This design comes from an exercise in tuning for small area, a short achievable clock period and few clock cycles on the open sky130 flow, not from production work.
In this exercise RTL edits were held to simulation tests only and were not proved equivalent to the original.
No activity file was given, so power comes from the tool's default toggle rates.

--- design/flow/design.v ---
module HAMMING_IP #(parameter IP_BIT = 8) (
    input  [IP_BIT+4-1:0] IN_code,
    output [IP_BIT-1:0]   OUT_code
);
localparam EC_BIT = IP_BIT + 4;
reg [3:0] syn;
integer p;
always @(*) begin
    syn = 4'd0;
    for (p = 1; p <= EC_BIT; p = p + 1)
        if (IN_code[EC_BIT-p]) syn = syn ^ p[3:0];
end
reg [IP_BIT-1:0] d;
integer q, k;
always @(*) begin
    d = {IP_BIT{1'b0}};
    k = IP_BIT - 1;
    for (q = 3; q <= EC_BIT; q = q + 1)
        if (q != 4 && q != 8) begin
            d[k] = IN_code[EC_BIT-q] ^ (syn == q[3:0]);
            k = k - 1;
        end
end
assign OUT_code = d;
endmodule
module MDC(
    clk,
    rst_n,
    in_valid,
    in_data,
    in_mode,
    out_valid,
    out_data
);
input clk, rst_n, in_valid;
input [8:0] in_mode;
input [14:0] in_data;
output reg out_valid;
output [206:0] out_data;
reg  [3:0]  cnt;        
reg         v1;         
reg  [3:0]  k1;         
reg  [14:0] raw;
reg  [8:0]  rawm;
always @(posedge clk or negedge rst_n) begin
    if (!rst_n) begin
        cnt <= 4'd0;
        v1  <= 1'b0;
    end else begin
        v1  <= in_valid;
        cnt <= in_valid ? cnt + 4'd1 : 4'd0;
    end
end
always @(posedge clk) begin
    raw <= in_data;
    k1  <= cnt;
    if (in_valid && cnt == 4'd0)
        rawm <= in_mode;
end
wire [10:0] e;
wire [4:0]  md;
HAMMING_IP #(11) dec_data (.IN_code(raw),  .OUT_code(e));
HAMMING_IP #(5)  dec_mode (.IN_code(rawm), .OUT_code(md));
reg m4, m3;
always @(posedge clk) begin
    if (v1 && k1 == 4'd0) begin
        m4 <= md[4];             
        m3 <= md[1] & ~md[4];    
    end
end
wire m2 = ~m4 & ~m3;             
reg signed [10:0] sr [1:8];
reg signed [10:0] row0 [0:3];
integer i;
always @(posedge clk) begin
    sr[1] <= e;
    for (i = 2; i <= 8; i = i + 1)
        sr[i] <= sr[i-1];
    if (v1 && k1[3:2] == 2'd0)
        row0[k1[1:0]] <= e;
end
function [17:0] booth;
    input [10:0] v;
    input        ng;
    reg   [12:0] t;
    integer j;
    begin
        t = {v[10], v, 1'b0};
        for (j = 0; j < 6; j = j + 1)
            booth[3*j +: 3] = {t[2*j+2] ^ ng,
                               t[2*j+1] ^ t[2*j],
                               (t[2*j+2 -: 3] == 3'b011) || (t[2*j+2 -: 3] == 3'b100)};
    end
endfunction
wire [1:0] r = k1[3:2];
wire [1:0] c = k1[1:0];
wire pph  = v1 & ((m4 & r == 2'd1) | (m3 & r == 2'd2));    
wire ring = v1 & ((m4 & r == 2'd2) | (m3 & r == 2'd3));    
wire drow = v1 & m4 & (r == 2'd3);                         
wire d2   = v1 & m2 & (r != 2'd0);                         
wire rg3  = ring & m3;
wire c0 = c == 2'd0, c1 = c == 2'd1, c2 = c == 2'd2, c3 = c == 2'd3;
reg [10:0] x0v, x1v, x2v;
reg        x0n, x1n, x2n, x0e, x1e, x2e;
reg [8:0]  ys0n;   
reg [4:0]  as0n;   
reg [4:0]  ds0n;   
reg [5:0]  ys1n;   
reg [2:0]  as1n;   
reg [3:0]  ds1n;   
reg [7:0]  ys2n;   
reg [2:0]  as2n;   
reg [3:0]  ds2n;   
reg [8:0]  dfn;    
always @(*) begin
    x0v  = rg3 & c0 ? row0[0] : rg3 & c1 ? row0[3] : e;
    x0e  = pph | ring | drow;
    x0n  = pph ? c0 : (ring & m4) ? c1 : drow ? (c0 | c2) : 1'b0;
    ys0n = pph  ? {c0, c1, c2, c3, 5'b0} :
           (ring & m4) ? {4'b0, c0, c1, c2, c3, 1'b0} :
           rg3  ? {6'b0, c2, ~c2, 1'b0} :
           drow ? 9'b1 : 9'b0;
    as0n = pph  ? {c1, c2, c3, 2'b0} :
           ring ? {3'b0, ~c0, 1'b0} :
           drow ? {4'b0, ~c0} : 5'b0;
    ds0n = pph  ? {c0 | c1, c2, c3, 2'b0} :
           ring ? 5'b00010 :
           drow ? 5'b00001 : 5'b0;
    x1v  = rg3 & c0 ? row0[2] : rg3 & c3 ? row0[1] : e;
    x1e  = pph | ring | (d2 & ~c3);
    x1n  = pph ? (c0 | c1) : (ring & m4) ? (c1 | c2) : 1'b1;
    ys1n = pph  ? {c0, c1, c2, c3, 2'b0} :
           ring ? {4'b0, c0 | c2, c1 | c3} :
           d2   ? 6'b010000 : 6'b0;
    as1n = pph  ? {c2, c3, 1'b0} :
           ring ? {2'b0, ~c0} :
           drow ? 3'b001 : 3'b0;
    ds1n = pph  ? {c0, c1 | c2, c3, 1'b0} :
           (ring | drow) ? 4'b0001 :
           (d2 & ~c3) ? 4'b0100 : 4'b0;
    x2v  = rg3 & c2 ? row0[2] : rg3 & c3 ? row0[1] : e;
    x2e  = pph | ring | (d2 & ~c0);
    x2n  = pph ? ~c3 : (ring & m4) ? c2 : 1'b0;
    ys2n = pph  ? {c0, c1, c2, c3, 4'b0} :
           (ring & m4) ? {4'b0, c0, c1, c2, c3} :
           rg3  ? {4'b0, c0, c1 | c3, 1'b0, c2} :
           d2   ? 8'b00010000 : 8'b0;
    as2n = pph  ? {c3, 2'b0} :
           (ring | drow) ? {1'b0, drow | ~(c0 | c1), 1'b0} :
           d2   ? 3'b001 : 3'b0;
    ds2n = pph  ? {c0, c1, c2 | c3, 1'b0} :
           (ring | drow) ? 4'b0001 : 4'b0;
    dfn  = (d2 & ~c0) ? (9'd1 << (3 * (r - 2'd1) + (c - 2'd1))) : 9'b0;
end
reg [17:0] X0, X1, X2;
reg [8:0]  ys0; reg [4:0] as0, ds0;
reg [5:0]  ys1; reg [2:0] as1; reg [3:0] ds1;
reg [7:0]  ys2; reg [2:0] as2; reg [3:0] ds2;
reg [8:0]  dfe;
reg        rot3, rot0;
reg        done;
always @(posedge clk) begin
    X0  <= x0e ? booth(x0v, x0n) : 18'd0;
    X1  <= x1e ? booth(x1v, x1n) : 18'd0;
    X2  <= x2e ? booth(x2v, x2n) : 18'd0;
    ys0 <= ys0n; as0 <= as0n; ds0 <= ds0n;
    ys1 <= ys1n; as1 <= as1n; ds1 <= ds1n;
    ys2 <= ys2n; as2 <= as2n; ds2 <= ds2n;
    dfe <= dfn;
    rot3 <= ring | drow;
    rot0 <= drow;
end
always @(posedge clk or negedge rst_n) begin
    if (!rst_n)
        done <= 1'b0;
    else
        done <= v1 & (k1 == 4'd15);
end
reg  [206:0] R;
reg  [44:0]  DET;
reg  [21:0]  P01, P02, P03, P12, P13, P23;
wire [33:0]  POS0 = R[33:0];
wire [33:0]  POS1 = R[186:153];
wire [33:0]  POS2 = R[135:102];
wire [33:0]  POS3 = R[84:51];
function [33:0] sx11;  input [10:0] a; sx11 = {{23{a[10]}}, a}; endfunction
function [33:0] sx22;  input [21:0] a; sx22 = {{12{a[21]}}, a}; endfunction
wire [33:0] y0 = ({34{ys0[8]}} & sx11(sr[4])) | ({34{ys0[7]}} & sx11(sr[6])) |
                 ({34{ys0[6]}} & sx11(sr[7])) | ({34{ys0[5]}} & sx11(sr[8])) |
                 ({34{ys0[4]}} & sx22(P23))   | ({34{ys0[3]}} & sx22(P03))   |
                 ({34{ys0[2]}} & sx22(P01))   | ({34{ys0[1]}} & sx22(P12))   |
                 ({34{ys0[0]}} & POS0);
wire [44:0] a0 = ({45{as0[4]}} & {{23{P01[21]}}, P01}) |
                 ({45{as0[3]}} & {{23{P02[21]}}, P02}) |
                 ({45{as0[2]}} & {{23{P03[21]}}, P03}) |
                 ({45{as0[1]}} & {{11{POS1[33]}}, POS1}) |
                 ({45{as0[0]}} & DET);
wire [21:0] y1 = ({22{ys1[5]}} & sx11(sr[3])) | ({22{ys1[4]}} & sx11(sr[4])) |
                 ({22{ys1[3]}} & sx11(sr[6])) | ({22{ys1[2]}} & sx11(sr[7])) |
                 ({22{ys1[1]}} & P13)         | ({22{ys1[0]}} & P02);
wire [33:0] a1 = ({34{as1[2]}} & sx22(P12)) | ({34{as1[1]}} & sx22(P13)) |
                 ({34{as1[0]}} & POS2);
wire [21:0] y2 = ({22{ys2[7]}} & sx11(sr[2])) | ({22{ys2[6]}} & sx11(sr[3])) |
                 ({22{ys2[5]}} & sx11(sr[4])) | ({22{ys2[4]}} & sx11(sr[6])) |
                 ({22{ys2[3]}} & P12)         | ({22{ys2[2]}} & P23)         |
                 ({22{ys2[1]}} & P03)         | ({22{ys2[0]}} & P01);
wire [33:0] a2 = ({34{as2[2]}} & sx22(P23)) | ({34{as2[1]}} & POS3) |
                 ({34{as2[0]}} & sx22(P12));
wire [44:0] o0;
wire [33:0] o1, o2;
MAC #(.YW(34), .AW(45)) lane0 (.X(X0), .y(y0), .acc(a0), .o(o0));
MAC #(.YW(22), .AW(34)) lane1 (.X(X1), .y(y1), .acc(a1), .o(o1));
MAC #(.YW(22), .AW(34)) lane2 (.X(X2), .y(y2), .acc(a2), .o(o2));
always @(posedge clk) begin
    if (ds0[4])      P01 <= o0[21:0];
    if (ds0[3])      P02 <= o0[21:0];
    else if (ds1[3]) P02 <= o1[21:0];
    if (ds0[2])      P03 <= o0[21:0];
    else if (ds2[3]) P03 <= o2[21:0];
    if (ds1[2])      P12 <= o1[21:0];
    if (ds1[1])      P13 <= o1[21:0];
    else if (ds2[2]) P13 <= o2[21:0];
    if (ds2[1])      P23 <= o2[21:0];
    if (ds0[0])      DET <= o0;
end
reg [206:0] Rn;
integer m;
always @(*) begin
    Rn = R;
    for (m = 0; m < 9; m = m + 1)
        if (dfe[m]) Rn[206-23*m -: 23] = {o2[21], o2[21:0]};
    if (ds0[1])      Rn[33:0] = o0[33:0];
    else if (rot0)   Rn[33:0] = POS1;
    if (ds1[0])      Rn[186:153] = o1;
    if (ds2[0])      Rn[135:102] = o2;
    if (rot3)        Rn[84:51] = POS0;
end
always @(posedge clk) R <= Rn;
always @(posedge clk or negedge rst_n) begin
    if (!rst_n)
        out_valid <= 1'b0;
    else
        out_valid <= done;
end
wire [206:0] r3 = {3'b000,
                   {17{R[186]}}, R[186:153],
                   {17{R[135]}}, R[135:102],
                   {17{R[84]}},  R[84:51],
                   {17{R[33]}},  R[33:0]};
wire [206:0] r4 = {{162{DET[44]}}, DET};
assign out_data = ({207{out_valid & m2}} & R) |
                  ({207{out_valid & m3}} & r3) |
                  ({207{out_valid & m4}} & r4);
endmodule
module MAC #(parameter YW = 22, parameter AW = 34) (
    input  [17:0]   X,
    input  [YW-1:0] y,
    input  [AW-1:0] acc,
    output [AW-1:0] o
);
wire [AW-1:0] row [0:5];
wire [5:0]    ng;
genvar j;
generate
    for (j = 0; j < 6; j = j + 1) begin : pp
        wire n1 = X[3*j+2], one = X[3*j+1], two = X[3*j];
        wire [YW:0] mg = ({(YW+1){one}} & {y[YW-1], y}) |
                         ({(YW+1){two}} & {y, 1'b0});
        wire [YW:0] mm = mg ^ {(YW+1){n1}};
        assign row[j] = {{(AW-YW-1){1'b0}}, ~mm[YW], mm[YW-1:0]} << (2*j);
        assign ng[j]  = n1;
    end
endgenerate
wire [AW-1:0] negs = {ng[5], 1'b0, ng[4], 1'b0, ng[3], 1'b0,
                      ng[2], 1'b0, ng[1], 1'b0, ng[0]};
wire [AW-1:0] K = -(({{(AW-1){1'b0}}, 1'b1} << YW) * 1365);    
assign o = acc + row[0] + row[1] + row[2] + row[3] + row[4] + row[5] + negs + K;
endmodule
--- design/flow/run.sh ---
#!/bin/bash
# synth_recipe.tcl (not shown) runs the flow's synth.tcl, then flattens the netlist and writes it again
# the make line also repeats each setting of config.mk as NAME=value (left out here)
make -C /OpenROAD-flow-scripts/flow DESIGN_CONFIG=/design/flow/config.mk WORK_HOME=/design/flow/orfs CLKGATE_MAP_FILE= SYNTH_SCRIPT=/design/flow/synth_recipe.tcl finish
--- design/flow/config.mk ---
export PLATFORM = sky130hd
export DESIGN_NAME = MDC
export DESIGN_NICKNAME = MDC
export VERILOG_FILES = /design/flow/design.v
export SDC_FILE = /design/flow/constraint.sdc
export NUM_CORES = 4
export LEC_CHECK = 0
export CAP_MARGIN = 20
export CORE_MARGIN = 2
export CORE_UTILIZATION = 40
export SLEW_MARGIN = 20
--- design/flow/constraint.sdc ---
create_clock -name core_clock -period 13.5 [get_ports {clk}]
set_input_delay 2.7000 -clock core_clock [delete_from_list [all_inputs] [get_ports {clk}]]
set_output_delay 2.7000 -clock core_clock [all_outputs]
set_load 0.01 [all_outputs]
==> results.txt <==
-- where the power goes --
group / leakage, uW / switching, uW / internal (uW)
registers: 0.00574 / 103 / 2220
clock network: 0.00113 / 889 / 1110
logic: 0.0189 / 812 / 440
total: 0.0257 / 1800 / 3770
-- metrics by stage --
stage / utilization, % / power [uW] / hold WS [ns]
floorplan: - / 3110 / 0.310
global placement: 43.3 / 3560 / 0.310
detailed placement: 43.3 / 3580 / 0.313
CTS: 45.1 / 5530 / 0.324
global route: 45.1 / 5740 / 0.327
finish: 45.1 / 5580 / 0.320
-- Yosys cell counts, types with 47 or more instances --
cell type	count	area, um2
inv_1	551	2070
a22oi_1	518	3890
edfxtp_1	435	13100
clkbuf_1	383	1440
fa_1	380	7610
xnor2_1	377	3300
nand2_1	330	1240
ha_1	309	3870
a21o_1	258	1940
xor2_1	248	2170
dfxtp_1	197	3940
nor2_1	168	631
a21oi_1	135	676
o21ai_0	126	631
a222oi_1	84	841
a22o_1	77	674
nand3_1	71	355
nor2b_1	47	294
-- path summary, 6_finish.rpt --
check / from / slack, ns / depth (start not counted) / to
min reg2reg: sr[1][4]$_DFF_P_ / 0.32 / 0 / sr[2][4]$_DFF_P_
max: ys2[5]$_SDFF_PN0_ / 5.15 / 20 / P03[18]$_DFFE_PP_
min in group asynchronous: rst_n / 2.31 / 1 / cnt[0]$_DFF_PN0_
min: sr[1][4]$_DFF_P_ / 0.32 / 0 / sr[2][4]$_DFF_P_
max reg2reg: ys2[5]$_SDFF_PN0_ / 5.15 / 20 / P03[18]$_DFFE_PP_
max in group asynchronous: rst_n / 10.93 / 1 / v1$_DFF_PN0_
-- logic make-up after synthesis --
kind of cell	Yosys count	share of synthesized area, %
mux	91	1.99
buf+inv	984	6.99
fa+ha+maj	689	21.6
compound gates	1403	19.5
flops	639	32.3
xor+xnor	632	10.6
simple gates	794	6.96
-- state kept, by name, indices dropped and copies added, names as in the netlist, 5 cells and up --
| register | flops |
|---|---|
| P02 | 22 |
| raw | 15 |
| ys2 | 6 |
| P12 | 22 |
| X1 | 17 |
| P01 | 22 |
| row0 | 44 |
| DET | 45 |
| R | 203 |
| P13 | 22 |
| X0 | 17 |
| X2 | 17 |
| sr | 88 |
| P23 | 22 |
| rawm | 9 |
| dfe | 9 |
| P03 | 22 |
| ys0 | 5 |
-- placed cells by master (no fill, tap or decap), types with 11 or more instances in the layout --
cell type          n
and3_1            24
or2_2             16
nand2_1          330
o21bai_1          19
clkdlybuf4s50_1  234
xnor2_1          373
and2_1            33
clkinv_1          11
buf_4            113
a221o_1           25
clkbuf_16         74
a31oi_1           14
dfxtp_1          177
a22o_1            77
a21oi_1          135
clkbuf_1          16
ha_1             309
xor2_1           247
a211oi_1          16
edfxtp_1         435
o21ai_0          126
a21o_1           258
a22oi_1          518
inv_1            551
a222oi_1          84
nand3_1           71
nand4_1           20
clkinv_2          11
nor2_1           168
mux2i_1           39
a221oi_1          26
mux2_2            41
dfxtp_2           17
nor3_1            27
o21a_1            24
fa_1             380
nor2b_1           46
-- cell type report --
class / count / area share, %
Antenna cell: 9 / 0.0379
Clock buffer: 96 / 3.36
Clock inverter: 37 / 0.548
Inverter: 552 / 3.49
Multi-Input combinational cell: 3609 / 54.5
Sequential cell: 639 / 29.0
Tap cell: 1755 / 3.70
Timing Repair Buffer: 350 / 5.44
-- metal layers --
layer	global-route usage [%]	wire, um	share of wire [%]
met1	41.8	84900	39
met4	16.4	13700	6.2
met2	46.1	92100	42
met3	11.0	28700	13
met5	0	176	0.080
==> flow_summary_export.csv <==
group,metric,value,unit
layout,num-fill-cells,12400,
timing,period_minus_slack,8.35,ns
setup_path,path_cells,"buf_4, a22oi_1, nand4_1, a22oi_1, xor2_1, fa_1, fa_1, fa_1, inv_1, fa_1, ha_1, or2_2, nor3_1, o21ai_0, a221oi_1, o21ai_0, a31oi_1, xor2_1, inv_1, mux2_2",
drt,vias,43900,
timing,hold_viol_final,0,
global_routing,grt_max_degree,67,
clock_tree,clkSinkCount,639,
global_routing,antenna_found_initial,19,
setup_path,cp.arrival,8.76,ns
setup_path,critPathSlowestCell,"dfxtp_4",
drt,antenna_left,0,
clock_tree,htree_levels,3,
floorplanning,io-pin-count,235,
floorplanning,fp-row-count,133,
synthesis,ys.warnings.count,6,
drt,drc_errors,0,
setup_path,cp_data_required_time,13.91,ns
floorplanning,die-area,0.136,mm2
global_routing,grt_overflow,0,
layout,stdcell_area,0.0594,mm2
floorplanning,fp.dieW,368,um
setup_path,critPathCaptureType,"register",
clock_tree,insertion_delay,0.66,ns
placed_design,dp_slack,5.19,ns
drt,drtIter0Drc,7045,
placed_design,dp.cells,6902,
setup_path,slowest_delay,0.79,ns
layout,area.sequential,0.0172,mm2
setup_path,critPathBufInv,3,
timing,fin_crit_sh,61.8,%
power_and_ir_drop,powerDensity,93.9,mW/mm2
clock_tree,cts_tree,"yes",
clock_tree,clkTransAtPathRegs,0.06,ns
placed_design,io_buffers,234,
placed_design,dp_hpwl,163000,um
drt,wl_per_cell,31.2,um
timing,setup_slack,5.15,ns
timing,fmax,0.120,GHz
synthesis,syn_avg_cell_area,10.2,um2
timing,worst_pin_slew,1.21,ns
floorplanning,core_area,0.132,mm2
timing,setup_tns,0,ns
synthesis,ys.flop_type,"edfxtp_1",
worst_hold_path,hp-class,"register to register",
layout,stdcell_count,7047,
placed_design,post_dp_cell_area,0.0570,mm2
global_routing,grt_pass1_wl,313000,um
power_and_ir_drop,irDropWorstVdd,0.0835,mV
synthesis,syn-num-nets,5948,
clock_tree,post_cts_buffers,0,
setup_path,critical-path-top-delay-family,"adder cells",
timing,rsz0062_at_grt,"false",
setup_path,path_class,"register to register",
synthesis,syn_inst,5232,
layout,drive_above_1_share,6.76,%
setup_path,startpoint_type,"register",
layout,fin_nets,5941,
timing,finalSetupViolCount,0,
synthesis,ys_types,95,
setup_path,crit_fanout,55,
timing,clock_skew,0.0372,ns
clock_tree,hold_buffers,0,
floorplanning,fp.dieH,368,um
run,max-cap-violations,0,
synthesis,ys_seq_elements,639,
global_routing,grt_pass1_vias,42300,
clock_tree,cts-buffers-inserted,73,
power_and_ir_drop,p_leak,0.0257,uW
global_routing,track_usage,31.8,%
synthesis,synth-edff-count,435,
setup_path,cp_common_cell,"fa_1",
synthesis,yosysSeqAreaShare,32.3,%
drt,wl,220000,um
drt,drt-vias-per-instance,6.23,
synthesis,syn_area,0.0531,mm2
clock_tree,cts_resized,0,
timing,slew_violations,0,
timing,slew_headroom,18.9,%
layout,area_growth,11.8,%
clock_tree,cts-root-buf,"clkbuf_16",
outcome,status,"finished clean",
placed_design,gp_congestion,1.01,
drt,drt_pass1_iterations,22,
synthesis,synthArstFlopShare,1.10,%
layout,multiInputGateArea,0.0323,mm2
clock_tree,clockBufferDepth,3,
floorplanning,start_util,40.4,%
Testbench counts, summed over its fixed seeds: cycles 45,600.

separate check: timing with driven ports:
The results above use ideal ports. As a check the final layout listed here was re-extracted and re-timed, cells and wires unchanged. Step 1: set_driving_cell puts a clkbuf_16 on clk and a buf_2 on each other input, an assumption about the parent block. Step 2, shift: input delay + t, output delay - t, t = (earliest + latest rising clock arrival at the registers) / 2. This alone moves slack from input paths to output paths. Three values: no drivers, after step 1, after step 2; two values: the first two.
shift t [ns]: 0.718
setup WS [ns]: 5.152 / 5.152 / 5.152
worst register clock-pin slew, ns: 0.08 / 0.08
After both steps setup and hold are still met in this run. For this run, drivers alone change the setup slack by 0.000 ns; drivers and shift together by 0.000 ns.
